What follows belongs to an exercise in optimizing a design on an open flow for small area and a short achievable clock period; a production flow would make more cautious choices. Function was checked by simulation only, so behaviour that the tests miss may differ from the original. No activity file was given, so power comes from the tool's default toggle rates.

==> flow/design.v, too long to show whole: its modules and the start of the top module <==
// module rv32i_sc: 136 lines
// module rf_read: 23 lines
// module rf_reduce: 7 lines
// module agu_unit: 417 lines
// module g_inv: 3 lines
// module g_nand2: 3 lines
// module g_nor2: 3 lines
// module g_xor2: 3 lines
// module g_nand3: 3 lines
// module g_nor3: 3 lines
// module g_nand4: 3 lines
// module g_aoi21: 3 lines
// module g_oai21: 3 lines
// module g_mux2i: 3 lines
// module rf_aoi222: 6 lines
module rv32i_sc (
	input  logic        clk, rst_n,
	output logic [31:0] imem_addr,
	input  logic [31:0] imem_rdata,
	output logic [31:0] dmem_addr,
	output logic [31:0] dmem_wdata,
	output logic        dmem_we,
	input  logic [31:0] dmem_rdata,
	input  logic        SW_Src,
	input  logic [7:0]  io,
	output logic [31:0] out_read
);
  // ...
==> flow/flow/run.sh <==
#!/bin/bash
# Standard ORFS layout with a tighter setup target for timing repair.
# make's output goes to standard.log here; ORFS keeps each step's log under orfs/logs.
set -euo pipefail
bash standard.sh SETUP_SLACK_MARGIN=7 finish > standard.log 2>&1
==> flow/standard.sh <==
#!/bin/bash
# synth_recipe.tcl (not shown) runs the flow's synth.tcl, then flattens the netlist and writes it again
# the make line also repeats each setting of config.mk as NAME=value (left out here)
make -C /OpenROAD-flow-scripts/flow DESIGN_CONFIG=/design/flow/config.mk WORK_HOME=/design/flow/orfs CLKGATE_MAP_FILE= SYNTH_SCRIPT=/design/flow/synth_recipe.tcl "${@:-finish}"
==> flow/config.mk <==
export PLATFORM = sky130hd
export DESIGN_NAME = rv32i_sc
export DESIGN_NICKNAME = rv32i_sc
export VERILOG_FILES = /design/flow/design.v
export SDC_FILE = /design/flow/constraint.sdc
export NUM_CORES = 4
export LEC_CHECK = 0
export CAP_MARGIN = 20
export CORE_MARGIN = 2
export CORE_UTILIZATION = 55
export SLEW_MARGIN = 20
export SYNTH_HIERARCHICAL = 1
==> flow/constraint.sdc <==
create_clock -name core_clock -period 18.0 [get_ports {clk}]
set_input_delay 3.6000 -clock core_clock [delete_from_list [all_inputs] [get_ports {clk}]]
set_output_delay 3.6000 -clock core_clock [all_outputs]
set_load 0.01 [all_outputs]
==> results.cfg, run 1 <==
[setup_path]
endpoint = dmem_addr[12]
crit_path_start_kind = input port
worstSetupPathType = input port to output port
cp_data_arrival_time_ns = 7.51
crit_start = imem_rdata[19]

[yosys]
synthMostInstantiatedCell = edfxtp_1
synth_top_area_share_pct = 53.2
synth-edff-count = 992
syn_inst = 4377
synth-xor-area-share_pct = 2.76
synth_compound_area_share_pct = 21.8
yosys_warnings = 8

[power]
seqPwrFrac_pct = 40.8
clkPwrFrac_pct = 29.1
total_power_mw = 7.74
switchingPower_mw = 2.67
swShare_pct = 34.5
p_leak_nw = 23.7

[final_layout]
buffers = 443
final_common_cell = edfxtp_1
largest_reg_flops = 992
finalNonFillerCells = 6517

[placement]
gp_congestion = 1.05

[detailed_routing]
drt_iter0_drc = 12972

[floorplan]
die_x_um = 323
die_h_um = 323

[sta]
max_slew_margin_pct = 17.6
drv_slew = 0

[clock_tree]
post_cts_buffers = 31
htreeDepth = 3
root_buffer = clkbuf_16

[global_routing]
grt.busiest_layer = met2
grt_use_met2_pct = 64.6

[run_status]
status = complete, no violations

[hold_path]
whs_endpoint = valid[20]
==> module rv32i_sc, before the edit <==
module rv32i_sc (
	input  logic        clk, rst_n,
	output logic [31:0] imem_addr,
	input  logic [31:0] imem_rdata,
	output logic [31:0] dmem_addr,
	output logic [31:0] dmem_wdata,
	output logic        dmem_we,
	input  logic [31:0] dmem_rdata,
	input  logic        SW_Src,
	input  logic [7:0]  io,
	output logic [31:0] out_read
);
logic [31:0] ins;
assign ins = imem_rdata;
logic [4:0] rs1, rs2, rd;
logic [2:0] f3;
assign rs1 = ins[19:15];
assign rs2 = ins[24:20];
assign rd  = ins[11:7];
assign f3  = ins[14:12];
logic b6, b5, b4, b3, b2;
assign {b6, b5, b4, b3, b2} = ins[6:2];
logic is_store, is_load, is_branch, is_jal, is_jalr, is_op;
assign is_store  = ~b6 &  b5 & ~b4;
assign is_load   = ~b6 & ~b5 & ~b4;
assign is_branch =  b6 & ~b2;
assign is_jal    =  b6 &  b2 &  b3;
assign is_jalr   =  b6 &  b2 & ~b3;
assign is_op     = ~b6 &  b5 &  b4 & ~b2;
logic reg_we;
assign reg_we = ~(is_store | is_branch);
logic [31:0] imm_i, imm_b, imm_j, imm_u, imm_agu, imm_pc;
assign imm_i   = {{20{ins[31]}}, ins[31:20]};
assign imm_b   = {{20{ins[31]}}, ins[7], ins[30:25], ins[11:8], 1'b0};
assign imm_j   = {{12{ins[31]}}, ins[19:12], ins[20], ins[30:21], 1'b0};
assign imm_u   = {ins[31:12], 12'h000};
assign imm_agu = {imm_i[31:5], (~b6 & b5) ? ins[11:7] : ins[24:20]};
assign imm_pc  = ~b6 ? imm_u : (b2 ? imm_j : imm_b);
logic [31:0] pc;
logic [31:1][31:0] regs;
logic [31:1] valid;
logic [31:0] wd;
logic [31:1] wsel, sel1, sel2;
always_ff @(posedge clk or negedge rst_n)
	if (~rst_n) valid <= '0;
	else        valid <= valid | wsel;
genvar gi;
generate
	for (gi = 1; gi < 32; gi++) begin : g_rf
		assign wsel[gi] = reg_we & (rd == gi);
		assign sel1[gi] = valid[gi] & (rs1 == gi);
		assign sel2[gi] = valid[gi] & (rs2 == gi);
		always_ff @(posedge clk)
			if (wsel[gi]) regs[gi] <= wd;
	end
endgenerate
logic [31:0] rd1, rd2;
logic [31:0][10:0] n1, n2;
rf_read   rp1 (.sel(sel1), .regs(regs), .n(n1));
rf_read   rp2 (.sel(sel2), .regs(regs), .n(n2));
rf_reduce rr2 (.n(n2), .q(rd2));
logic [31:0] agu;
logic [31:0] rd1_n, agu_n;
agu_unit u_agu (.n(n1), .imm_n(~imm_agu), .sw_src(SW_Src), .io_n(~io), .rd1_n(rd1_n), .sum_n(agu_n), .addr(dmem_addr));
assign rd1 = ~rd1_n;
assign agu = ~agu_n;
assign dmem_we    = is_store;
assign dmem_wdata = f3[1] ? rd2 : (f3[0] ? {{16{rd2[15]}}, rd2[15:0]} : {{24{rd2[7]}}, rd2[7:0]});
logic [31:0] opb;
logic        sub;
assign opb = (b5 & ~b2) ? rd2 : imm_i;         
assign sub = b6 | (~f3[2] & (f3[1] | (b5 & ins[30])));
logic [32:0] diff;
assign diff = {1'b0, rd1} + {1'b0, opb ^ {32{sub}}} + {32'b0, sub};
logic ltu, lt, eq;
assign ltu = ~diff[32];
assign lt  = (rd1[31] ^ opb[31]) ? rd1[31] : diff[31];
assign eq  = (rd1 == opb);
logic [31:0] sh_in, sh_r, sh_out;
logic        fill;
logic [4:0]  shamt;
logic [31:0] t1, t2, t4, t8;
assign shamt = opb[4:0];
always_comb
	for (int i = 0; i < 32; i++) sh_in[i] = f3[2] ? rd1[i] : rd1[31 - i];
assign fill = ins[30] & f3[2] & sh_in[31];
assign t1   = shamt[0] ? {fill, sh_in[31:1]} : sh_in;
assign t2   = shamt[1] ? {{2{fill}}, t1[31:2]} : t1;
assign t4   = shamt[2] ? {{4{fill}}, t2[31:4]} : t2;
assign t8   = shamt[3] ? {{8{fill}}, t4[31:8]} : t4;
assign sh_r = shamt[4] ? {{16{fill}}, t8[31:16]} : t8;
always_comb
	for (int i = 0; i < 32; i++) sh_out[i] = f3[2] ? sh_r[i] : sh_r[31 - i];
logic [31:0] alu;
always_comb
	case (f3)
		3'b000: alu = diff[31:0];
		3'b001: alu = sh_out;
		3'b010: alu = {31'b0, lt};
		3'b011: alu = {31'b0, ltu};
		3'b100: alu = rd1 ^ opb;
		3'b101: alu = sh_out;
		3'b110: alu = rd1 | opb;
		default: alu = rd1 & opb;
	endcase
logic [31:0] pc4, pct;
assign pc4 = {pc[31:2] + 30'd1, pc[1:0]};
assign pct = pc + imm_pc;
logic taken;
assign taken = ((f3[2] ? (f3[1] ? ltu : lt) : eq) ^ f3[0]);
logic [31:0] pc_next;
always_comb
	if (is_jalr)                          pc_next = {agu[31:1], 1'b0};
	else if (is_jal | (is_branch & taken)) pc_next = pct;
	else                                   pc_next = pc4;
always_ff @(posedge clk or negedge rst_n)
	if (~rst_n) pc <= '0;
	else        pc <= pc_next;
assign imem_addr = pc;
logic [31:0] ld;
always_comb
	case (f3[1:0])
		2'b00:   ld = {{24{dmem_rdata[7] & ~f3[2]}}, dmem_rdata[7:0]};
		2'b01:   ld = {{16{dmem_rdata[15] & ~f3[2]}}, dmem_rdata[15:0]};
		default: ld = dmem_rdata;
	endcase
always_comb
	if (b6)            wd = pc4;
	else if (~b4)      wd = ld;
	else if (~b2)      wd = alu;
	else if (~b5)      wd = pct;
	else               wd = imm_u;
always_ff @(posedge clk or negedge rst_n)
	if (~rst_n)      out_read <= '0;
	else if (SW_Src) out_read <= dmem_rdata;
endmodule
==> module rf_read, before the edit <==
module rf_read (
	input  logic [31:1]       sel,
	input  logic [31:1][31:0] regs,
	output logic [31:0][10:0] n
);
logic [32:0] s;
assign s = {1'b0, sel, 1'b0};
genvar b, k;
generate
	for (b = 0; b < 32; b++) begin : g_bit
		logic [32:0] d;
		assign d[0]  = 1'b0;
		assign d[32] = 1'b0;
		for (k = 1; k < 32; k++) begin : g_d
			assign d[k] = regs[k][b];
		end
		for (k = 0; k < 11; k++) begin : g_aoi
			rf_aoi222 u (.a(s[3*k]), .b(d[3*k]), .c(s[3*k+1]), .d(d[3*k+1]),
			             .e(s[3*k+2]), .f(d[3*k+2]), .y(n[b][k]));
		end
	end
endgenerate
endmodule
==> run 2, diff against run 1 <==
--- a/flow/design.v
+++ b/flow/design.v
@@ -58,7 +58,10 @@
 logic [31:0][10:0] n1, n2;
 rf_read   rp1 (.sel(sel1), .regs(regs), .n(n1));
 rf_read   rp2 (.sel(sel2), .regs(regs), .n(n2));
-rf_reduce rr2 (.n(n2), .q(rd2));
+logic [31:0] rd2_n, rda_n;
+rf_red    rr2 (.n(n2), .q_n(rd2_n));
+rf_red    rra (.n(n1), .q_n(rda_n));       
+assign rd2 = ~rd2_n;
 logic [31:0] agu;
 logic [31:0] rd1_n, agu_n;
 agu_unit u_agu (.n(n1), .imm_n(~imm_agu), .sw_src(SW_Src), .io_n(~io), .rd1_n(rd1_n), .sum_n(agu_n), .addr(dmem_addr));
@@ -71,7 +74,7 @@
 assign opb = (b5 & ~b2) ? rd2 : imm_i;         
 assign sub = b6 | (~f3[2] & (f3[1] | (b5 & ins[30])));
 logic [32:0] diff;
-assign diff = {1'b0, rd1} + {1'b0, opb ^ {32{sub}}} + {32'b0, sub};
+alu_add u_add (.a_n(rda_n), .bn(~(opb ^ {32{sub}})), .cin(sub), .sum(diff[31:0]), .cout(diff[32]));
 logic ltu, lt, eq;
 assign ltu = ~diff[32];
 assign lt  = (rd1[31] ^ opb[31]) ? rd1[31] : diff[31];
@@ -139,30 +142,31 @@
 	input  logic [31:1][31:0] regs,
 	output logic [31:0][10:0] n
 );
-logic [32:0] s;
-assign s = {1'b0, sel, 1'b0};
 genvar b, k;
 generate
 	for (b = 0; b < 32; b++) begin : g_bit
-		logic [32:0] d;
-		assign d[0]  = 1'b0;
-		assign d[32] = 1'b0;
-		for (k = 1; k < 32; k++) begin : g_d
-			assign d[k] = regs[k][b];
-		end
-		for (k = 0; k < 11; k++) begin : g_aoi
-			rf_aoi222 u (.a(s[3*k]), .b(d[3*k]), .c(s[3*k+1]), .d(d[3*k+1]),
-			             .e(s[3*k+2]), .f(d[3*k+2]), .y(n[b][k]));
+		for (k = 0; k < 10; k++) begin : g_aoi
+			rf_aoi222 u (.a(sel[3*k+1]), .b(regs[3*k+1][b]), .c(sel[3*k+2]), .d(regs[3*k+2][b]),
+			             .e(sel[3*k+3]), .f(regs[3*k+3][b]), .y(n[b][k]));
 		end
+		g_nand2 u31 (.a(sel[31]), .b(regs[31][b]), .y(n[b][10]));
 	end
 endgenerate
 endmodule
-module rf_reduce (
+module rf_red (
 	input  logic [31:0][10:0] n,
-	output logic [31:0]       q
+	output logic [31:0]       q_n
 );
-always_comb
-	for (int b = 0; b < 32; b++) q[b] = ~&n[b];
+logic [31:0][2:0] m;
+genvar b;
+generate
+	for (b = 0; b < 32; b++) begin : g_rd
+		g_nand4 u0 (.a(n[b][0]), .b(n[b][1]), .c(n[b][2]),  .d(n[b][3]), .y(m[b][0]));
+		g_nand4 u1 (.a(n[b][4]), .b(n[b][5]), .c(n[b][6]),  .d(n[b][7]), .y(m[b][1]));
+		g_nand3 u2 (.a(n[b][8]), .b(n[b][9]), .c(n[b][10]), .y(m[b][2]));
+		g_nor3  u3 (.a(m[b][0]), .b(m[b][1]), .c(m[b][2]), .y(q_n[b]));
+	end
+endgenerate
 endmodule
 module agu_unit (
 	input  logic [31:0][10:0] n,       
@@ -611,6 +615,475 @@
 module g_mux2i (input logic a0, a1, s, output logic y);
 assign y = ~(s ? a1 : a0);
 endmodule
+module alu_add (
+	input  logic [31:0] a_n,
+	input  logic [31:0] bn,
+	input  logic        cin,
+	output logic [31:0] sum,
+	output logic        cout
+);
+logic [31:0] g0, p0, x;
+g_xor2  u_x0 (.a(a_n[0]), .b(bn[0]), .y(x[0]));
+g_nand2 u_p0 (.a(a_n[0]), .b(bn[0]), .y(p0[0]));
+g_maj3n u_g0 (.a(a_n[0]), .b(bn[0]), .c(cin), .y(g0[0]));
+g_xor2  u_x1 (.a(a_n[1]), .b(bn[1]), .y(x[1]));
+g_nand2 u_p1 (.a(a_n[1]), .b(bn[1]), .y(p0[1]));
+g_nor2  u_g1 (.a(a_n[1]), .b(bn[1]), .y(g0[1]));
+g_xor2  u_x2 (.a(a_n[2]), .b(bn[2]), .y(x[2]));
+g_nand2 u_p2 (.a(a_n[2]), .b(bn[2]), .y(p0[2]));
+g_nor2  u_g2 (.a(a_n[2]), .b(bn[2]), .y(g0[2]));
+g_xor2  u_x3 (.a(a_n[3]), .b(bn[3]), .y(x[3]));
+g_nand2 u_p3 (.a(a_n[3]), .b(bn[3]), .y(p0[3]));
+g_nor2  u_g3 (.a(a_n[3]), .b(bn[3]), .y(g0[3]));
+g_xor2  u_x4 (.a(a_n[4]), .b(bn[4]), .y(x[4]));
+g_nand2 u_p4 (.a(a_n[4]), .b(bn[4]), .y(p0[4]));
+g_nor2  u_g4 (.a(a_n[4]), .b(bn[4]), .y(g0[4]));
+g_xor2  u_x5 (.a(a_n[5]), .b(bn[5]), .y(x[5]));
+g_nand2 u_p5 (.a(a_n[5]), .b(bn[5]), .y(p0[5]));
+g_nor2  u_g5 (.a(a_n[5]), .b(bn[5]), .y(g0[5]));
+g_xor2  u_x6 (.a(a_n[6]), .b(bn[6]), .y(x[6]));
+g_nand2 u_p6 (.a(a_n[6]), .b(bn[6]), .y(p0[6]));
+g_nor2  u_g6 (.a(a_n[6]), .b(bn[6]), .y(g0[6]));
+g_xor2  u_x7 (.a(a_n[7]), .b(bn[7]), .y(x[7]));
+g_nand2 u_p7 (.a(a_n[7]), .b(bn[7]), .y(p0[7]));
+g_nor2  u_g7 (.a(a_n[7]), .b(bn[7]), .y(g0[7]));
+g_xor2  u_x8 (.a(a_n[8]), .b(bn[8]), .y(x[8]));
+g_nand2 u_p8 (.a(a_n[8]), .b(bn[8]), .y(p0[8]));
+g_nor2  u_g8 (.a(a_n[8]), .b(bn[8]), .y(g0[8]));
+g_xor2  u_x9 (.a(a_n[9]), .b(bn[9]), .y(x[9]));
+g_nand2 u_p9 (.a(a_n[9]), .b(bn[9]), .y(p0[9]));
+g_nor2  u_g9 (.a(a_n[9]), .b(bn[9]), .y(g0[9]));
+g_xor2  u_x10 (.a(a_n[10]), .b(bn[10]), .y(x[10]));
+g_nand2 u_p10 (.a(a_n[10]), .b(bn[10]), .y(p0[10]));
+g_nor2  u_g10 (.a(a_n[10]), .b(bn[10]), .y(g0[10]));
+g_xor2  u_x11 (.a(a_n[11]), .b(bn[11]), .y(x[11]));
+g_nand2 u_p11 (.a(a_n[11]), .b(bn[11]), .y(p0[11]));
+g_nor2  u_g11 (.a(a_n[11]), .b(bn[11]), .y(g0[11]));
+g_xor2  u_x12 (.a(a_n[12]), .b(bn[12]), .y(x[12]));
+g_nand2 u_p12 (.a(a_n[12]), .b(bn[12]), .y(p0[12]));
+g_nor2  u_g12 (.a(a_n[12]), .b(bn[12]), .y(g0[12]));
+g_xor2  u_x13 (.a(a_n[13]), .b(bn[13]), .y(x[13]));
+g_nand2 u_p13 (.a(a_n[13]), .b(bn[13]), .y(p0[13]));
+g_nor2  u_g13 (.a(a_n[13]), .b(bn[13]), .y(g0[13]));
+g_xor2  u_x14 (.a(a_n[14]), .b(bn[14]), .y(x[14]));
+g_nand2 u_p14 (.a(a_n[14]), .b(bn[14]), .y(p0[14]));
+g_nor2  u_g14 (.a(a_n[14]), .b(bn[14]), .y(g0[14]));
+g_xor2  u_x15 (.a(a_n[15]), .b(bn[15]), .y(x[15]));
+g_nand2 u_p15 (.a(a_n[15]), .b(bn[15]), .y(p0[15]));
+g_nor2  u_g15 (.a(a_n[15]), .b(bn[15]), .y(g0[15]));
+g_xor2  u_x16 (.a(a_n[16]), .b(bn[16]), .y(x[16]));
+g_nand2 u_p16 (.a(a_n[16]), .b(bn[16]), .y(p0[16]));
+g_nor2  u_g16 (.a(a_n[16]), .b(bn[16]), .y(g0[16]));
+g_xor2  u_x17 (.a(a_n[17]), .b(bn[17]), .y(x[17]));
+g_nand2 u_p17 (.a(a_n[17]), .b(bn[17]), .y(p0[17]));
+g_nor2  u_g17 (.a(a_n[17]), .b(bn[17]), .y(g0[17]));
+g_xor2  u_x18 (.a(a_n[18]), .b(bn[18]), .y(x[18]));
+g_nand2 u_p18 (.a(a_n[18]), .b(bn[18]), .y(p0[18]));
+g_nor2  u_g18 (.a(a_n[18]), .b(bn[18]), .y(g0[18]));
+g_xor2  u_x19 (.a(a_n[19]), .b(bn[19]), .y(x[19]));
+g_nand2 u_p19 (.a(a_n[19]), .b(bn[19]), .y(p0[19]));
+g_nor2  u_g19 (.a(a_n[19]), .b(bn[19]), .y(g0[19]));
+g_xor2  u_x20 (.a(a_n[20]), .b(bn[20]), .y(x[20]));
+g_nand2 u_p20 (.a(a_n[20]), .b(bn[20]), .y(p0[20]));
+g_nor2  u_g20 (.a(a_n[20]), .b(bn[20]), .y(g0[20]));
+g_xor2  u_x21 (.a(a_n[21]), .b(bn[21]), .y(x[21]));
+g_nand2 u_p21 (.a(a_n[21]), .b(bn[21]), .y(p0[21]));
+g_nor2  u_g21 (.a(a_n[21]), .b(bn[21]), .y(g0[21]));
+g_xor2  u_x22 (.a(a_n[22]), .b(bn[22]), .y(x[22]));
+g_nand2 u_p22 (.a(a_n[22]), .b(bn[22]), .y(p0[22]));
+g_nor2  u_g22 (.a(a_n[22]), .b(bn[22]), .y(g0[22]));
+g_xor2  u_x23 (.a(a_n[23]), .b(bn[23]), .y(x[23]));
+g_nand2 u_p23 (.a(a_n[23]), .b(bn[23]), .y(p0[23]));
+g_nor2  u_g23 (.a(a_n[23]), .b(bn[23]), .y(g0[23]));
+g_xor2  u_x24 (.a(a_n[24]), .b(bn[24]), .y(x[24]));
+g_nand2 u_p24 (.a(a_n[24]), .b(bn[24]), .y(p0[24]));
+g_nor2  u_g24 (.a(a_n[24]), .b(bn[24]), .y(g0[24]));
+g_xor2  u_x25 (.a(a_n[25]), .b(bn[25]), .y(x[25]));
+g_nand2 u_p25 (.a(a_n[25]), .b(bn[25]), .y(p0[25]));
+g_nor2  u_g25 (.a(a_n[25]), .b(bn[25]), .y(g0[25]));
+g_xor2  u_x26 (.a(a_n[26]), .b(bn[26]), .y(x[26]));
+g_nand2 u_p26 (.a(a_n[26]), .b(bn[26]), .y(p0[26]));
+g_nor2  u_g26 (.a(a_n[26]), .b(bn[26]), .y(g0[26]));
+g_xor2  u_x27 (.a(a_n[27]), .b(bn[27]), .y(x[27]));
+g_nand2 u_p27 (.a(a_n[27]), .b(bn[27]), .y(p0[27]));
+g_nor2  u_g27 (.a(a_n[27]), .b(bn[27]), .y(g0[27]));
+g_xor2  u_x28 (.a(a_n[28]), .b(bn[28]), .y(x[28]));
+g_nand2 u_p28 (.a(a_n[28]), .b(bn[28]), .y(p0[28]));
+g_nor2  u_g28 (.a(a_n[28]), .b(bn[28]), .y(g0[28]));
+g_xor2  u_x29 (.a(a_n[29]), .b(bn[29]), .y(x[29]));
+g_nand2 u_p29 (.a(a_n[29]), .b(bn[29]), .y(p0[29]));
+g_nor2  u_g29 (.a(a_n[29]), .b(bn[29]), .y(g0[29]));
+g_xor2  u_x30 (.a(a_n[30]), .b(bn[30]), .y(x[30]));
+g_nand2 u_p30 (.a(a_n[30]), .b(bn[30]), .y(p0[30]));
+g_nor2  u_g30 (.a(a_n[30]), .b(bn[30]), .y(g0[30]));
+g_xor2  u_x31 (.a(a_n[31]), .b(bn[31]), .y(x[31]));
+g_nand2 u_p31 (.a(a_n[31]), .b(bn[31]), .y(p0[31]));
+g_nor2  u_g31 (.a(a_n[31]), .b(bn[31]), .y(g0[31]));
+logic [31:0] g1, p1;
+g_inv   u_g1_0 (.a(g0[0]), .y(g1[0]));
+assign p1[0] = 1'b0;
+g_aoi21 u_g1_1 (.a(p0[1]), .b(g0[0]), .c(g0[1]), .y(g1[1]));
+assign p1[1] = 1'b0;
+g_aoi21 u_g1_2 (.a(p0[2]), .b(g0[1]), .c(g0[2]), .y(g1[2]));
+g_nand2 u_p1_2 (.a(p0[2]), .b(p0[1]), .y(p1[2]));
+g_aoi21 u_g1_3 (.a(p0[3]), .b(g0[2]), .c(g0[3]), .y(g1[3]));
+g_nand2 u_p1_3 (.a(p0[3]), .b(p0[2]), .y(p1[3]));
+g_aoi21 u_g1_4 (.a(p0[4]), .b(g0[3]), .c(g0[4]), .y(g1[4]));
+g_nand2 u_p1_4 (.a(p0[4]), .b(p0[3]), .y(p1[4]));
+g_aoi21 u_g1_5 (.a(p0[5]), .b(g0[4]), .c(g0[5]), .y(g1[5]));
+g_nand2 u_p1_5 (.a(p0[5]), .b(p0[4]), .y(p1[5]));
+g_aoi21 u_g1_6 (.a(p0[6]), .b(g0[5]), .c(g0[6]), .y(g1[6]));
+g_nand2 u_p1_6 (.a(p0[6]), .b(p0[5]), .y(p1[6]));
+g_aoi21 u_g1_7 (.a(p0[7]), .b(g0[6]), .c(g0[7]), .y(g1[7]));
+g_nand2 u_p1_7 (.a(p0[7]), .b(p0[6]), .y(p1[7]));
+g_aoi21 u_g1_8 (.a(p0[8]), .b(g0[7]), .c(g0[8]), .y(g1[8]));
+g_nand2 u_p1_8 (.a(p0[8]), .b(p0[7]), .y(p1[8]));
+g_aoi21 u_g1_9 (.a(p0[9]), .b(g0[8]), .c(g0[9]), .y(g1[9]));
+g_nand2 u_p1_9 (.a(p0[9]), .b(p0[8]), .y(p1[9]));
+g_aoi21 u_g1_10 (.a(p0[10]), .b(g0[9]), .c(g0[10]), .y(g1[10]));
+g_nand2 u_p1_10 (.a(p0[10]), .b(p0[9]), .y(p1[10]));
+g_aoi21 u_g1_11 (.a(p0[11]), .b(g0[10]), .c(g0[11]), .y(g1[11]));
+g_nand2 u_p1_11 (.a(p0[11]), .b(p0[10]), .y(p1[11]));
+g_aoi21 u_g1_12 (.a(p0[12]), .b(g0[11]), .c(g0[12]), .y(g1[12]));
+g_nand2 u_p1_12 (.a(p0[12]), .b(p0[11]), .y(p1[12]));
+g_aoi21 u_g1_13 (.a(p0[13]), .b(g0[12]), .c(g0[13]), .y(g1[13]));
+g_nand2 u_p1_13 (.a(p0[13]), .b(p0[12]), .y(p1[13]));
+g_aoi21 u_g1_14 (.a(p0[14]), .b(g0[13]), .c(g0[14]), .y(g1[14]));
+g_nand2 u_p1_14 (.a(p0[14]), .b(p0[13]), .y(p1[14]));
+g_aoi21 u_g1_15 (.a(p0[15]), .b(g0[14]), .c(g0[15]), .y(g1[15]));
+g_nand2 u_p1_15 (.a(p0[15]), .b(p0[14]), .y(p1[15]));
+g_aoi21 u_g1_16 (.a(p0[16]), .b(g0[15]), .c(g0[16]), .y(g1[16]));
+g_nand2 u_p1_16 (.a(p0[16]), .b(p0[15]), .y(p1[16]));
+g_aoi21 u_g1_17 (.a(p0[17]), .b(g0[16]), .c(g0[17]), .y(g1[17]));
+g_nand2 u_p1_17 (.a(p0[17]), .b(p0[16]), .y(p1[17]));
+g_aoi21 u_g1_18 (.a(p0[18]), .b(g0[17]), .c(g0[18]), .y(g1[18]));
+g_nand2 u_p1_18 (.a(p0[18]), .b(p0[17]), .y(p1[18]));
+g_aoi21 u_g1_19 (.a(p0[19]), .b(g0[18]), .c(g0[19]), .y(g1[19]));
+g_nand2 u_p1_19 (.a(p0[19]), .b(p0[18]), .y(p1[19]));
+g_aoi21 u_g1_20 (.a(p0[20]), .b(g0[19]), .c(g0[20]), .y(g1[20]));
+g_nand2 u_p1_20 (.a(p0[20]), .b(p0[19]), .y(p1[20]));
+g_aoi21 u_g1_21 (.a(p0[21]), .b(g0[20]), .c(g0[21]), .y(g1[21]));
+g_nand2 u_p1_21 (.a(p0[21]), .b(p0[20]), .y(p1[21]));
+g_aoi21 u_g1_22 (.a(p0[22]), .b(g0[21]), .c(g0[22]), .y(g1[22]));
+g_nand2 u_p1_22 (.a(p0[22]), .b(p0[21]), .y(p1[22]));
+g_aoi21 u_g1_23 (.a(p0[23]), .b(g0[22]), .c(g0[23]), .y(g1[23]));
+g_nand2 u_p1_23 (.a(p0[23]), .b(p0[22]), .y(p1[23]));
+g_aoi21 u_g1_24 (.a(p0[24]), .b(g0[23]), .c(g0[24]), .y(g1[24]));
+g_nand2 u_p1_24 (.a(p0[24]), .b(p0[23]), .y(p1[24]));
+g_aoi21 u_g1_25 (.a(p0[25]), .b(g0[24]), .c(g0[25]), .y(g1[25]));
+g_nand2 u_p1_25 (.a(p0[25]), .b(p0[24]), .y(p1[25]));
+g_aoi21 u_g1_26 (.a(p0[26]), .b(g0[25]), .c(g0[26]), .y(g1[26]));
+g_nand2 u_p1_26 (.a(p0[26]), .b(p0[25]), .y(p1[26]));
+g_aoi21 u_g1_27 (.a(p0[27]), .b(g0[26]), .c(g0[27]), .y(g1[27]));
+g_nand2 u_p1_27 (.a(p0[27]), .b(p0[26]), .y(p1[27]));
+g_aoi21 u_g1_28 (.a(p0[28]), .b(g0[27]), .c(g0[28]), .y(g1[28]));
+g_nand2 u_p1_28 (.a(p0[28]), .b(p0[27]), .y(p1[28]));
+g_aoi21 u_g1_29 (.a(p0[29]), .b(g0[28]), .c(g0[29]), .y(g1[29]));
+g_nand2 u_p1_29 (.a(p0[29]), .b(p0[28]), .y(p1[29]));
+g_aoi21 u_g1_30 (.a(p0[30]), .b(g0[29]), .c(g0[30]), .y(g1[30]));
+g_nand2 u_p1_30 (.a(p0[30]), .b(p0[29]), .y(p1[30]));
+g_aoi21 u_g1_31 (.a(p0[31]), .b(g0[30]), .c(g0[31]), .y(g1[31]));
+g_nand2 u_p1_31 (.a(p0[31]), .b(p0[30]), .y(p1[31]));
+logic [31:0] g2, p2;
+g_inv   u_g2_0 (.a(g1[0]), .y(g2[0]));
+assign p2[0] = 1'b0;
+g_inv   u_g2_1 (.a(g1[1]), .y(g2[1]));
+assign p2[1] = 1'b0;
+g_oai21 u_g2_2 (.a(p1[2]), .b(g1[0]), .c(g1[2]), .y(g2[2]));
+assign p2[2] = 1'b0;
+g_oai21 u_g2_3 (.a(p1[3]), .b(g1[1]), .c(g1[3]), .y(g2[3]));
+assign p2[3] = 1'b0;
+g_oai21 u_g2_4 (.a(p1[4]), .b(g1[2]), .c(g1[4]), .y(g2[4]));
+g_nor2  u_p2_4 (.a(p1[4]), .b(p1[2]), .y(p2[4]));
+g_oai21 u_g2_5 (.a(p1[5]), .b(g1[3]), .c(g1[5]), .y(g2[5]));
+g_nor2  u_p2_5 (.a(p1[5]), .b(p1[3]), .y(p2[5]));
+g_oai21 u_g2_6 (.a(p1[6]), .b(g1[4]), .c(g1[6]), .y(g2[6]));
+g_nor2  u_p2_6 (.a(p1[6]), .b(p1[4]), .y(p2[6]));
+g_oai21 u_g2_7 (.a(p1[7]), .b(g1[5]), .c(g1[7]), .y(g2[7]));
+g_nor2  u_p2_7 (.a(p1[7]), .b(p1[5]), .y(p2[7]));
+g_oai21 u_g2_8 (.a(p1[8]), .b(g1[6]), .c(g1[8]), .y(g2[8]));
+g_nor2  u_p2_8 (.a(p1[8]), .b(p1[6]), .y(p2[8]));
+g_oai21 u_g2_9 (.a(p1[9]), .b(g1[7]), .c(g1[9]), .y(g2[9]));
+g_nor2  u_p2_9 (.a(p1[9]), .b(p1[7]), .y(p2[9]));
+g_oai21 u_g2_10 (.a(p1[10]), .b(g1[8]), .c(g1[10]), .y(g2[10]));
+g_nor2  u_p2_10 (.a(p1[10]), .b(p1[8]), .y(p2[10]));
+g_oai21 u_g2_11 (.a(p1[11]), .b(g1[9]), .c(g1[11]), .y(g2[11]));
+g_nor2  u_p2_11 (.a(p1[11]), .b(p1[9]), .y(p2[11]));
+g_oai21 u_g2_12 (.a(p1[12]), .b(g1[10]), .c(g1[12]), .y(g2[12]));
+g_nor2  u_p2_12 (.a(p1[12]), .b(p1[10]), .y(p2[12]));
+g_oai21 u_g2_13 (.a(p1[13]), .b(g1[11]), .c(g1[13]), .y(g2[13]));
+g_nor2  u_p2_13 (.a(p1[13]), .b(p1[11]), .y(p2[13]));
+g_oai21 u_g2_14 (.a(p1[14]), .b(g1[12]), .c(g1[14]), .y(g2[14]));
+g_nor2  u_p2_14 (.a(p1[14]), .b(p1[12]), .y(p2[14]));
+g_oai21 u_g2_15 (.a(p1[15]), .b(g1[13]), .c(g1[15]), .y(g2[15]));
+g_nor2  u_p2_15 (.a(p1[15]), .b(p1[13]), .y(p2[15]));
+g_oai21 u_g2_16 (.a(p1[16]), .b(g1[14]), .c(g1[16]), .y(g2[16]));
+g_nor2  u_p2_16 (.a(p1[16]), .b(p1[14]), .y(p2[16]));
+g_oai21 u_g2_17 (.a(p1[17]), .b(g1[15]), .c(g1[17]), .y(g2[17]));
+g_nor2  u_p2_17 (.a(p1[17]), .b(p1[15]), .y(p2[17]));
+g_oai21 u_g2_18 (.a(p1[18]), .b(g1[16]), .c(g1[18]), .y(g2[18]));
+g_nor2  u_p2_18 (.a(p1[18]), .b(p1[16]), .y(p2[18]));
+g_oai21 u_g2_19 (.a(p1[19]), .b(g1[17]), .c(g1[19]), .y(g2[19]));
+g_nor2  u_p2_19 (.a(p1[19]), .b(p1[17]), .y(p2[19]));
+g_oai21 u_g2_20 (.a(p1[20]), .b(g1[18]), .c(g1[20]), .y(g2[20]));
+g_nor2  u_p2_20 (.a(p1[20]), .b(p1[18]), .y(p2[20]));
+g_oai21 u_g2_21 (.a(p1[21]), .b(g1[19]), .c(g1[21]), .y(g2[21]));
+g_nor2  u_p2_21 (.a(p1[21]), .b(p1[19]), .y(p2[21]));
+g_oai21 u_g2_22 (.a(p1[22]), .b(g1[20]), .c(g1[22]), .y(g2[22]));
+g_nor2  u_p2_22 (.a(p1[22]), .b(p1[20]), .y(p2[22]));
+g_oai21 u_g2_23 (.a(p1[23]), .b(g1[21]), .c(g1[23]), .y(g2[23]));
+g_nor2  u_p2_23 (.a(p1[23]), .b(p1[21]), .y(p2[23]));
+g_oai21 u_g2_24 (.a(p1[24]), .b(g1[22]), .c(g1[24]), .y(g2[24]));
+g_nor2  u_p2_24 (.a(p1[24]), .b(p1[22]), .y(p2[24]));
+g_oai21 u_g2_25 (.a(p1[25]), .b(g1[23]), .c(g1[25]), .y(g2[25]));
+g_nor2  u_p2_25 (.a(p1[25]), .b(p1[23]), .y(p2[25]));
+g_oai21 u_g2_26 (.a(p1[26]), .b(g1[24]), .c(g1[26]), .y(g2[26]));
+g_nor2  u_p2_26 (.a(p1[26]), .b(p1[24]), .y(p2[26]));
+g_oai21 u_g2_27 (.a(p1[27]), .b(g1[25]), .c(g1[27]), .y(g2[27]));
+g_nor2  u_p2_27 (.a(p1[27]), .b(p1[25]), .y(p2[27]));
+g_oai21 u_g2_28 (.a(p1[28]), .b(g1[26]), .c(g1[28]), .y(g2[28]));
+g_nor2  u_p2_28 (.a(p1[28]), .b(p1[26]), .y(p2[28]));
+g_oai21 u_g2_29 (.a(p1[29]), .b(g1[27]), .c(g1[29]), .y(g2[29]));
+g_nor2  u_p2_29 (.a(p1[29]), .b(p1[27]), .y(p2[29]));
+g_oai21 u_g2_30 (.a(p1[30]), .b(g1[28]), .c(g1[30]), .y(g2[30]));
+g_nor2  u_p2_30 (.a(p1[30]), .b(p1[28]), .y(p2[30]));
+g_oai21 u_g2_31 (.a(p1[31]), .b(g1[29]), .c(g1[31]), .y(g2[31]));
+g_nor2  u_p2_31 (.a(p1[31]), .b(p1[29]), .y(p2[31]));
+logic [31:0] g3, p3;
+g_inv   u_g3_0 (.a(g2[0]), .y(g3[0]));
+assign p3[0] = 1'b0;
+g_inv   u_g3_1 (.a(g2[1]), .y(g3[1]));
+assign p3[1] = 1'b0;
+g_inv   u_g3_2 (.a(g2[2]), .y(g3[2]));
+assign p3[2] = 1'b0;
+g_inv   u_g3_3 (.a(g2[3]), .y(g3[3]));
+assign p3[3] = 1'b0;
+g_aoi21 u_g3_4 (.a(p2[4]), .b(g2[0]), .c(g2[4]), .y(g3[4]));
+assign p3[4] = 1'b0;
+g_aoi21 u_g3_5 (.a(p2[5]), .b(g2[1]), .c(g2[5]), .y(g3[5]));
+assign p3[5] = 1'b0;
+g_aoi21 u_g3_6 (.a(p2[6]), .b(g2[2]), .c(g2[6]), .y(g3[6]));
+assign p3[6] = 1'b0;
+g_aoi21 u_g3_7 (.a(p2[7]), .b(g2[3]), .c(g2[7]), .y(g3[7]));
+assign p3[7] = 1'b0;
+g_aoi21 u_g3_8 (.a(p2[8]), .b(g2[4]), .c(g2[8]), .y(g3[8]));
+g_nand2 u_p3_8 (.a(p2[8]), .b(p2[4]), .y(p3[8]));
+g_aoi21 u_g3_9 (.a(p2[9]), .b(g2[5]), .c(g2[9]), .y(g3[9]));
+g_nand2 u_p3_9 (.a(p2[9]), .b(p2[5]), .y(p3[9]));
+g_aoi21 u_g3_10 (.a(p2[10]), .b(g2[6]), .c(g2[10]), .y(g3[10]));
+g_nand2 u_p3_10 (.a(p2[10]), .b(p2[6]), .y(p3[10]));
+g_aoi21 u_g3_11 (.a(p2[11]), .b(g2[7]), .c(g2[11]), .y(g3[11]));
+g_nand2 u_p3_11 (.a(p2[11]), .b(p2[7]), .y(p3[11]));
+g_aoi21 u_g3_12 (.a(p2[12]), .b(g2[8]), .c(g2[12]), .y(g3[12]));
+g_nand2 u_p3_12 (.a(p2[12]), .b(p2[8]), .y(p3[12]));
+g_aoi21 u_g3_13 (.a(p2[13]), .b(g2[9]), .c(g2[13]), .y(g3[13]));
+g_nand2 u_p3_13 (.a(p2[13]), .b(p2[9]), .y(p3[13]));
+g_aoi21 u_g3_14 (.a(p2[14]), .b(g2[10]), .c(g2[14]), .y(g3[14]));
+g_nand2 u_p3_14 (.a(p2[14]), .b(p2[10]), .y(p3[14]));
+g_aoi21 u_g3_15 (.a(p2[15]), .b(g2[11]), .c(g2[15]), .y(g3[15]));
+g_nand2 u_p3_15 (.a(p2[15]), .b(p2[11]), .y(p3[15]));
+g_aoi21 u_g3_16 (.a(p2[16]), .b(g2[12]), .c(g2[16]), .y(g3[16]));
+g_nand2 u_p3_16 (.a(p2[16]), .b(p2[12]), .y(p3[16]));
+g_aoi21 u_g3_17 (.a(p2[17]), .b(g2[13]), .c(g2[17]), .y(g3[17]));
+g_nand2 u_p3_17 (.a(p2[17]), .b(p2[13]), .y(p3[17]));
+g_aoi21 u_g3_18 (.a(p2[18]), .b(g2[14]), .c(g2[18]), .y(g3[18]));
+g_nand2 u_p3_18 (.a(p2[18]), .b(p2[14]), .y(p3[18]));
+g_aoi21 u_g3_19 (.a(p2[19]), .b(g2[15]), .c(g2[19]), .y(g3[19]));
+g_nand2 u_p3_19 (.a(p2[19]), .b(p2[15]), .y(p3[19]));
+g_aoi21 u_g3_20 (.a(p2[20]), .b(g2[16]), .c(g2[20]), .y(g3[20]));
+g_nand2 u_p3_20 (.a(p2[20]), .b(p2[16]), .y(p3[20]));
+g_aoi21 u_g3_21 (.a(p2[21]), .b(g2[17]), .c(g2[21]), .y(g3[21]));
+g_nand2 u_p3_21 (.a(p2[21]), .b(p2[17]), .y(p3[21]));
+g_aoi21 u_g3_22 (.a(p2[22]), .b(g2[18]), .c(g2[22]), .y(g3[22]));
+g_nand2 u_p3_22 (.a(p2[22]), .b(p2[18]), .y(p3[22]));
+g_aoi21 u_g3_23 (.a(p2[23]), .b(g2[19]), .c(g2[23]), .y(g3[23]));
+g_nand2 u_p3_23 (.a(p2[23]), .b(p2[19]), .y(p3[23]));
+g_aoi21 u_g3_24 (.a(p2[24]), .b(g2[20]), .c(g2[24]), .y(g3[24]));
+g_nand2 u_p3_24 (.a(p2[24]), .b(p2[20]), .y(p3[24]));
+g_aoi21 u_g3_25 (.a(p2[25]), .b(g2[21]), .c(g2[25]), .y(g3[25]));
+g_nand2 u_p3_25 (.a(p2[25]), .b(p2[21]), .y(p3[25]));
+g_aoi21 u_g3_26 (.a(p2[26]), .b(g2[22]), .c(g2[26]), .y(g3[26]));
+g_nand2 u_p3_26 (.a(p2[26]), .b(p2[22]), .y(p3[26]));
+g_aoi21 u_g3_27 (.a(p2[27]), .b(g2[23]), .c(g2[27]), .y(g3[27]));
+g_nand2 u_p3_27 (.a(p2[27]), .b(p2[23]), .y(p3[27]));
+g_aoi21 u_g3_28 (.a(p2[28]), .b(g2[24]), .c(g2[28]), .y(g3[28]));
+g_nand2 u_p3_28 (.a(p2[28]), .b(p2[24]), .y(p3[28]));
+g_aoi21 u_g3_29 (.a(p2[29]), .b(g2[25]), .c(g2[29]), .y(g3[29]));
+g_nand2 u_p3_29 (.a(p2[29]), .b(p2[25]), .y(p3[29]));
+g_aoi21 u_g3_30 (.a(p2[30]), .b(g2[26]), .c(g2[30]), .y(g3[30]));
+g_nand2 u_p3_30 (.a(p2[30]), .b(p2[26]), .y(p3[30]));
+g_aoi21 u_g3_31 (.a(p2[31]), .b(g2[27]), .c(g2[31]), .y(g3[31]));
+g_nand2 u_p3_31 (.a(p2[31]), .b(p2[27]), .y(p3[31]));
+logic [31:0] g4, p4;
+g_inv   u_g4_0 (.a(g3[0]), .y(g4[0]));
+assign p4[0] = 1'b0;
+g_inv   u_g4_1 (.a(g3[1]), .y(g4[1]));
+assign p4[1] = 1'b0;
+g_inv   u_g4_2 (.a(g3[2]), .y(g4[2]));
+assign p4[2] = 1'b0;
+g_inv   u_g4_3 (.a(g3[3]), .y(g4[3]));
+assign p4[3] = 1'b0;
+g_inv   u_g4_4 (.a(g3[4]), .y(g4[4]));
+assign p4[4] = 1'b0;
+g_inv   u_g4_5 (.a(g3[5]), .y(g4[5]));
+assign p4[5] = 1'b0;
+g_inv   u_g4_6 (.a(g3[6]), .y(g4[6]));
+assign p4[6] = 1'b0;
+g_inv   u_g4_7 (.a(g3[7]), .y(g4[7]));
+assign p4[7] = 1'b0;
+g_oai21 u_g4_8 (.a(p3[8]), .b(g3[0]), .c(g3[8]), .y(g4[8]));
+assign p4[8] = 1'b0;
+g_oai21 u_g4_9 (.a(p3[9]), .b(g3[1]), .c(g3[9]), .y(g4[9]));
+assign p4[9] = 1'b0;
+g_oai21 u_g4_10 (.a(p3[10]), .b(g3[2]), .c(g3[10]), .y(g4[10]));
+assign p4[10] = 1'b0;
+g_oai21 u_g4_11 (.a(p3[11]), .b(g3[3]), .c(g3[11]), .y(g4[11]));
+assign p4[11] = 1'b0;
+g_oai21 u_g4_12 (.a(p3[12]), .b(g3[4]), .c(g3[12]), .y(g4[12]));
+assign p4[12] = 1'b0;
+g_oai21 u_g4_13 (.a(p3[13]), .b(g3[5]), .c(g3[13]), .y(g4[13]));
+assign p4[13] = 1'b0;
+g_oai21 u_g4_14 (.a(p3[14]), .b(g3[6]), .c(g3[14]), .y(g4[14]));
+assign p4[14] = 1'b0;
+g_oai21 u_g4_15 (.a(p3[15]), .b(g3[7]), .c(g3[15]), .y(g4[15]));
+assign p4[15] = 1'b0;
+g_oai21 u_g4_16 (.a(p3[16]), .b(g3[8]), .c(g3[16]), .y(g4[16]));
+g_nor2  u_p4_16 (.a(p3[16]), .b(p3[8]), .y(p4[16]));
+g_oai21 u_g4_17 (.a(p3[17]), .b(g3[9]), .c(g3[17]), .y(g4[17]));
+g_nor2  u_p4_17 (.a(p3[17]), .b(p3[9]), .y(p4[17]));
+g_oai21 u_g4_18 (.a(p3[18]), .b(g3[10]), .c(g3[18]), .y(g4[18]));
+g_nor2  u_p4_18 (.a(p3[18]), .b(p3[10]), .y(p4[18]));
+g_oai21 u_g4_19 (.a(p3[19]), .b(g3[11]), .c(g3[19]), .y(g4[19]));
+g_nor2  u_p4_19 (.a(p3[19]), .b(p3[11]), .y(p4[19]));
+g_oai21 u_g4_20 (.a(p3[20]), .b(g3[12]), .c(g3[20]), .y(g4[20]));
+g_nor2  u_p4_20 (.a(p3[20]), .b(p3[12]), .y(p4[20]));
+g_oai21 u_g4_21 (.a(p3[21]), .b(g3[13]), .c(g3[21]), .y(g4[21]));
+g_nor2  u_p4_21 (.a(p3[21]), .b(p3[13]), .y(p4[21]));
+g_oai21 u_g4_22 (.a(p3[22]), .b(g3[14]), .c(g3[22]), .y(g4[22]));
+g_nor2  u_p4_22 (.a(p3[22]), .b(p3[14]), .y(p4[22]));
+g_oai21 u_g4_23 (.a(p3[23]), .b(g3[15]), .c(g3[23]), .y(g4[23]));
+g_nor2  u_p4_23 (.a(p3[23]), .b(p3[15]), .y(p4[23]));
+g_oai21 u_g4_24 (.a(p3[24]), .b(g3[16]), .c(g3[24]), .y(g4[24]));
+g_nor2  u_p4_24 (.a(p3[24]), .b(p3[16]), .y(p4[24]));
+g_oai21 u_g4_25 (.a(p3[25]), .b(g3[17]), .c(g3[25]), .y(g4[25]));
+g_nor2  u_p4_25 (.a(p3[25]), .b(p3[17]), .y(p4[25]));
+g_oai21 u_g4_26 (.a(p3[26]), .b(g3[18]), .c(g3[26]), .y(g4[26]));
+g_nor2  u_p4_26 (.a(p3[26]), .b(p3[18]), .y(p4[26]));
+g_oai21 u_g4_27 (.a(p3[27]), .b(g3[19]), .c(g3[27]), .y(g4[27]));
+g_nor2  u_p4_27 (.a(p3[27]), .b(p3[19]), .y(p4[27]));
+g_oai21 u_g4_28 (.a(p3[28]), .b(g3[20]), .c(g3[28]), .y(g4[28]));
+g_nor2  u_p4_28 (.a(p3[28]), .b(p3[20]), .y(p4[28]));
+g_oai21 u_g4_29 (.a(p3[29]), .b(g3[21]), .c(g3[29]), .y(g4[29]));
+g_nor2  u_p4_29 (.a(p3[29]), .b(p3[21]), .y(p4[29]));
+g_oai21 u_g4_30 (.a(p3[30]), .b(g3[22]), .c(g3[30]), .y(g4[30]));
+g_nor2  u_p4_30 (.a(p3[30]), .b(p3[22]), .y(p4[30]));
+g_oai21 u_g4_31 (.a(p3[31]), .b(g3[23]), .c(g3[31]), .y(g4[31]));
+g_nor2  u_p4_31 (.a(p3[31]), .b(p3[23]), .y(p4[31]));
+logic [31:0] g5, p5;
+g_inv   u_g5_0 (.a(g4[0]), .y(g5[0]));
+assign p5[0] = 1'b0;
+g_inv   u_g5_1 (.a(g4[1]), .y(g5[1]));
+assign p5[1] = 1'b0;
+g_inv   u_g5_2 (.a(g4[2]), .y(g5[2]));
+assign p5[2] = 1'b0;
+g_inv   u_g5_3 (.a(g4[3]), .y(g5[3]));
+assign p5[3] = 1'b0;
+g_inv   u_g5_4 (.a(g4[4]), .y(g5[4]));
+assign p5[4] = 1'b0;
+g_inv   u_g5_5 (.a(g4[5]), .y(g5[5]));
+assign p5[5] = 1'b0;
+g_inv   u_g5_6 (.a(g4[6]), .y(g5[6]));
+assign p5[6] = 1'b0;
+g_inv   u_g5_7 (.a(g4[7]), .y(g5[7]));
+assign p5[7] = 1'b0;
+g_inv   u_g5_8 (.a(g4[8]), .y(g5[8]));
+assign p5[8] = 1'b0;
+g_inv   u_g5_9 (.a(g4[9]), .y(g5[9]));
+assign p5[9] = 1'b0;
+g_inv   u_g5_10 (.a(g4[10]), .y(g5[10]));
+assign p5[10] = 1'b0;
+g_inv   u_g5_11 (.a(g4[11]), .y(g5[11]));
+assign p5[11] = 1'b0;
+g_inv   u_g5_12 (.a(g4[12]), .y(g5[12]));
+assign p5[12] = 1'b0;
+g_inv   u_g5_13 (.a(g4[13]), .y(g5[13]));
+assign p5[13] = 1'b0;
+g_inv   u_g5_14 (.a(g4[14]), .y(g5[14]));
+assign p5[14] = 1'b0;
+g_inv   u_g5_15 (.a(g4[15]), .y(g5[15]));
+assign p5[15] = 1'b0;
+g_aoi21 u_g5_16 (.a(p4[16]), .b(g4[0]), .c(g4[16]), .y(g5[16]));
+assign p5[16] = 1'b0;
+g_aoi21 u_g5_17 (.a(p4[17]), .b(g4[1]), .c(g4[17]), .y(g5[17]));
+assign p5[17] = 1'b0;
+g_aoi21 u_g5_18 (.a(p4[18]), .b(g4[2]), .c(g4[18]), .y(g5[18]));
+assign p5[18] = 1'b0;
+g_aoi21 u_g5_19 (.a(p4[19]), .b(g4[3]), .c(g4[19]), .y(g5[19]));
+assign p5[19] = 1'b0;
+g_aoi21 u_g5_20 (.a(p4[20]), .b(g4[4]), .c(g4[20]), .y(g5[20]));
+assign p5[20] = 1'b0;
+g_aoi21 u_g5_21 (.a(p4[21]), .b(g4[5]), .c(g4[21]), .y(g5[21]));
+assign p5[21] = 1'b0;
+g_aoi21 u_g5_22 (.a(p4[22]), .b(g4[6]), .c(g4[22]), .y(g5[22]));
+assign p5[22] = 1'b0;
+g_aoi21 u_g5_23 (.a(p4[23]), .b(g4[7]), .c(g4[23]), .y(g5[23]));
+assign p5[23] = 1'b0;
+g_aoi21 u_g5_24 (.a(p4[24]), .b(g4[8]), .c(g4[24]), .y(g5[24]));
+assign p5[24] = 1'b0;
+g_aoi21 u_g5_25 (.a(p4[25]), .b(g4[9]), .c(g4[25]), .y(g5[25]));
+assign p5[25] = 1'b0;
+g_aoi21 u_g5_26 (.a(p4[26]), .b(g4[10]), .c(g4[26]), .y(g5[26]));
+assign p5[26] = 1'b0;
+g_aoi21 u_g5_27 (.a(p4[27]), .b(g4[11]), .c(g4[27]), .y(g5[27]));
+assign p5[27] = 1'b0;
+g_aoi21 u_g5_28 (.a(p4[28]), .b(g4[12]), .c(g4[28]), .y(g5[28]));
+assign p5[28] = 1'b0;
+g_aoi21 u_g5_29 (.a(p4[29]), .b(g4[13]), .c(g4[29]), .y(g5[29]));
+assign p5[29] = 1'b0;
+g_aoi21 u_g5_30 (.a(p4[30]), .b(g4[14]), .c(g4[30]), .y(g5[30]));
+assign p5[30] = 1'b0;
+g_aoi21 u_g5_31 (.a(p4[31]), .b(g4[15]), .c(g4[31]), .y(g5[31]));
+assign p5[31] = 1'b0;
+g_xor2 u_s0 (.a(x[0]), .b(cin), .y(sum[0]));
+g_xnor2 u_s1 (.a(x[1]), .b(g5[0]), .y(sum[1]));
+g_xnor2 u_s2 (.a(x[2]), .b(g5[1]), .y(sum[2]));
+g_xnor2 u_s3 (.a(x[3]), .b(g5[2]), .y(sum[3]));
+g_xnor2 u_s4 (.a(x[4]), .b(g5[3]), .y(sum[4]));
+g_xnor2 u_s5 (.a(x[5]), .b(g5[4]), .y(sum[5]));
+g_xnor2 u_s6 (.a(x[6]), .b(g5[5]), .y(sum[6]));
+g_xnor2 u_s7 (.a(x[7]), .b(g5[6]), .y(sum[7]));
+g_xnor2 u_s8 (.a(x[8]), .b(g5[7]), .y(sum[8]));
+g_xnor2 u_s9 (.a(x[9]), .b(g5[8]), .y(sum[9]));
+g_xnor2 u_s10 (.a(x[10]), .b(g5[9]), .y(sum[10]));
+g_xnor2 u_s11 (.a(x[11]), .b(g5[10]), .y(sum[11]));
+g_xnor2 u_s12 (.a(x[12]), .b(g5[11]), .y(sum[12]));
+g_xnor2 u_s13 (.a(x[13]), .b(g5[12]), .y(sum[13]));
+g_xnor2 u_s14 (.a(x[14]), .b(g5[13]), .y(sum[14]));
+g_xnor2 u_s15 (.a(x[15]), .b(g5[14]), .y(sum[15]));
+g_xnor2 u_s16 (.a(x[16]), .b(g5[15]), .y(sum[16]));
+g_xnor2 u_s17 (.a(x[17]), .b(g5[16]), .y(sum[17]));
+g_xnor2 u_s18 (.a(x[18]), .b(g5[17]), .y(sum[18]));
+g_xnor2 u_s19 (.a(x[19]), .b(g5[18]), .y(sum[19]));
+g_xnor2 u_s20 (.a(x[20]), .b(g5[19]), .y(sum[20]));
+g_xnor2 u_s21 (.a(x[21]), .b(g5[20]), .y(sum[21]));
+g_xnor2 u_s22 (.a(x[22]), .b(g5[21]), .y(sum[22]));
+g_xnor2 u_s23 (.a(x[23]), .b(g5[22]), .y(sum[23]));
+g_xnor2 u_s24 (.a(x[24]), .b(g5[23]), .y(sum[24]));
+g_xnor2 u_s25 (.a(x[25]), .b(g5[24]), .y(sum[25]));
+g_xnor2 u_s26 (.a(x[26]), .b(g5[25]), .y(sum[26]));
+g_xnor2 u_s27 (.a(x[27]), .b(g5[26]), .y(sum[27]));
+g_xnor2 u_s28 (.a(x[28]), .b(g5[27]), .y(sum[28]));
+g_xnor2 u_s29 (.a(x[29]), .b(g5[28]), .y(sum[29]));
+g_xnor2 u_s30 (.a(x[30]), .b(g5[29]), .y(sum[30]));
+g_xnor2 u_s31 (.a(x[31]), .b(g5[30]), .y(sum[31]));
+g_inv u_co (.a(g5[31]), .y(cout));
+endmodule
+module g_xnor2 (input logic a, b, output logic y);
+assign y = ~(a ^ b);
+endmodule
+module g_maj3n (input logic a, b, c, output logic y);
+assign y = (~a & ~b) | ((~a | ~b) & c);
+endmodule
 module rf_aoi222 (
 	input  logic a, b, c, d, e, f,
 	output logic y
==> flow/flow/run.sh (replaced) <==
#!/bin/bash
# The standard ORFS layout (the standard.sh) with two changes: timing
# repair aims for 7 ns of setup slack, and ports are buffered with buf_2.
# make's output goes to standard.log here; ORFS keeps each step's log under orfs/logs.
set -euo pipefail
bash standard.sh SETUP_SLACK_MARGIN=7 "BUFFER_PORTS_ARGS=-buffer_cell sky130_fd_sc_hd__buf_2" finish > standard.log 2>&1
--- a/flow/config.mk
+++ b/flow/config.mk
@@ -8,5 +8,6 @@
 export CAP_MARGIN = 20
 export CORE_MARGIN = 2
 export CORE_UTILIZATION = 55
+export CTS_BUF_LIST = sky130_fd_sc_hd__clkbuf_8
 export SLEW_MARGIN = 20
 export SYNTH_HIERARCHICAL = 1
==> results.cfg, run 2 <==
[yosys]
synth.top_cells.by_area = edfxtp_1 (52%), a222oi_1 (11%), dfrtp_1 (4.1%)
yosys_warnings = 7
muxShareOfSynthArea_pct = 3.82
ys_types = 84
async_flop_share_pct = 8.66
synth-xor-area-share_pct = 3.22
avgSynthCellArea_um2 = 12.2
syn_inst = 4725
synth.top_cells.by_count = edfxtp_1 (992), a222oi_1 (645), nand2_1 (387)
synth_top_area_share_pct = 51.7
synth_adder_area_share_pct = 2.07
synth_compound_area_share_pct = 21.0
synth.largest_area_cell = edfxtp_1
yosys_most_used_dff = edfxtp_1
ys_seq_elements = 1086
yosysSeqAreaShare_pct = 55.8
synth.cell_area_um2 = 57600
synthMostInstantiatedCell = edfxtp_1
synth-simple-area-share_pct = 12.0
synth-edff-count = 992
synth_top_family_by_area = compound AO/OA/AOI/OAI gates

[hold_path]
whs_endpoint = valid[17]
worstHoldStart = valid[17]
hp-class = register to register
min_path_cells = 1

[placement]
gp_congestion = 1.03
place_ws_ns = 5.82
place_area_um2 = 61600
place_inst = 6355
portBuffers = 200
dp_hpwl_um = 174000

[global_routing]
antenna_found_initial = 13
first_global_vias = 49704
grt_pass1_wl_um = 366000
grt_max_degree = 65
overflow = 0
gr-usage-all-layers_pct = 48.8

[clock_tree]
clock_latency_ns = 0.95
htreeDepth = 4
cts_tree = yes
clkTransAtPathRegs_ns = 0.06
hold_buffers = 0
root_buffer = clkbuf_8
cts-buffers-inserted = 174
clock-sinks = 1086
clock_path_buffers = 3

[setup_path]
critical_path.endpoint_type = register
crit_path_start_kind = input port
r2r_end = pc[27]
cp_data_arrival_time_ns = 11.91
r2r-start = valid[24]
worstSetupPathType = input port to register
rr_worst_depth = 41
crit_fanout = 32
cp.required_ns = 18.74
r2r_slack_ns = 9.90
crit_start = imem_rdata[24]

[floorplan]
initial_core_util_pct = 55.5
rows = 118
dieArea_um2 = 107000
ios = 204
die_x_um = 328
die_h_um = 328
core_um2 = 104000

[run_status]
status = complete, no violations

[detailed_routing]
wl_met1_um = 87700
drcViolationCount = 0
ant_nets = 0
via_count = 53601
drt_iter0_drc = 12906
routed_via_density = 7.83
dr.pass1.iters = 15
top_layer_used = met5
wl_met3_um = 46800
wl_met2_um = 110000
wire_per_inst_um = 39.5
routed_wl_um = 271000

[power]
powerDensity_nw_per_um2 = 115
p_leak_nw = 24.5
vdd_ir_drop_max_uv = 90.9
total_power_mw = 7.70

[final_layout]
largest_reg_flops = 992
finalNonFillerCells = 6849
final_cell_mix = edfxtp_1 (992), a222oi_1 (645), nand2_1 (385), nor2_1 (306), buf_4 (304)
areaGrowthSynthToFinish_pct = 16.3
final_common_cell = edfxtp_1
drive_above_1_share_pct = 23.6
finalNetCount = 5496
reg_top3 = regs x992, out_read x32
top_register = regs
final_cell_area_um2 = 67000

[sta]
finClkSkew_ns = 0.0881
setup_slack_ns = 6.83
hold_violations = 0
setup_violations = 0
tightest_slew_ns = 1.35
drv_slew = 0
period_share_pct = 62.0
fmax_mhz = 89.5
min_period_ns = 11.17
max_slew_margin_pct = 9.79
finalSetupTns_ns = 0
rsz0062_at_grt = true

[job]
cap_viol_max_count = 0
## run 2: cell count changes in the layout (fill, tap and decap cells not counted), moves of 98 or more
cell             previous run  this run
conb_1                    257         1
buf_2                       7       194
clkbuf_8                    4       178
clkdlybuf4s50_1           159         0
buf_4                     163       304
nand2_1                   245       385
clkbuf_16                 109         0
inv_1                     126       224
## run 2: logic make-up (layout without fill, tap and decap cells)
family,count (synthesis),after routing
other cells,1,8
buf+inv,298,1032
fa+ha+maj,95,95
flops,1086,1086
mux,175,175
simple gates,1366,1369
xor+xnor,212,212
compound gates,1492,1492
## run 2: area by class of cell
class / instances / area, um^2
Antenna cell: 7 / 17.5
Clock buffer: 178 / 2450
Clock inverter: 133 / 918
Fill cell: 8081 / 36800
Inverter: 172 / 657
Multi-Input combinational cell: 3344 / 25200
Sequential cell: 1086 / 32100
Tap cell: 1380 / 1730
Timing Repair Buffer: 549 / 3900
## run 2: Yosys stat by module, one instance, submodules excluded, excerpt
module     cell area [um^2]  copies in the design  cells inside  flip-flops and latches
g_aoi21                8.76                   147             1                       0
g_inv                  3.75                    64             1                       0
g_maj3n                18.8                     1             3                       0
g_mux2i                10.0                     8             1                       0
g_nand2                3.75                   231             1                       0
g_nand3                5.00                    96             1                       0
g_nand4                6.26                   192             1                       0
g_nor2                 3.75                   172             1                       0
g_nor3                 10.0                    96             1                       0
g_oai21                5.00                   106             1                       0
g_xnor2                8.76                    31             1                       0
g_xor2                 8.76                    96             1                       0
rf_aoi222              10.0                   640             1                       0
rv32i_sc              43800                     1          2843                    1086
## run 2: routing by layer
metal  GRT usage, %  up-vias
li1               -    21184
met1           59.3    25726
met2           69.8     5349
met3           20.9     1324
met4           34.7       18
met5           1.02        -
## run 2: how the worst max path moves through the flow
stage | cells past startpoint | endpoint
final | 26 | pc[27]
after global routing | 18 | dmem_addr[17]
after CTS | 16 | dmem_addr[17]
after detailed placement | 16 | dmem_addr[17]
after global placement | 16 | dmem_addr[17]
after floorplan | 14 | dmem_addr[31]
## run 2: critical path, stage by stage
cell and delay (ns):
buf_2 0.33, clkinvlp_4 0.42, nor3_1 0.69, and3_2 1.02, a222oi_1 0.27, nand4_1 0.45
nor3_2 0.26, o21ai_0 0.79, xnor2_1 0.27, nand2_1 0.19, nand2_1 0.13, nor2_1 0.26
nand2_1 0.13, o21ai_1 0.24, a21oi_2 0.11, xnor2_1 0.17, nor2_1 0.13, nor3_1 0.07
o21a_1 0.28, or3_1 0.37, nand3_1 0.11, buf_4 0.35, inv_1 0.22, nor2_2 0.64
a221o_1 0.24, o21ai_0 0.08
## run 2: where the power goes
part | internal [mW] | switching, mW | leakage (nW)
registers | 3.02 | 0.107 | 10.1
clock network | 1.05 | 1.04 | 1.95
logic | 0.725 | 1.75 | 12.5
## run 2: repair_timing
action                     CTS  global route
setup buffers              134            36
cloned                       0             3
gates resized for setup     76            88
setup endpoints to repair   61            81
pin swaps                   63            98
## run 2: per-stage QoR
step	util, %	hold slack, ns
6_report	64.6	0.482
5_1_grt	64.6	0.492
4_1_cts	63.9	0.475
3_5_place_dp	59.3	0.461
3_3_place_gp	59.3	0.460
2_1_floorplan	-	0.446

[what the ideal ports hide]
How much do the figures lean on ideal ports? The routed layouts below were timed once more, with nothing changed but the port constraints.
Step 1: set_driving_cell puts a clkbuf_16 on clk and a buf_2 on each other input, an assumption about the parent block.
Step 2, shift: input delay + t, output delay - t, t = (earliest + latest rising clock arrival at the registers) / 2. This alone moves slack from input paths to output paths.
Slacks: ideal / step 1 / step 2; pairs: ideal / step 1.
| run | shift t [ns] | setup slack, ns | worst setup path at the end | pins driven straight from the clock port |
|---|---|---|---|---|
| run 1 | 0.786 | 6.894 / 6.854 / 6.381 | input to register | 1 |
| run 2 | 0.972 | 6.832 / 6.808 / 5.898 | input to register | 1 |
After both steps setup and hold are still met in every run listed. For run 2, which loses most, drivers alone change the setup slack by -0.024 ns; drivers and shift together by -0.934 ns.
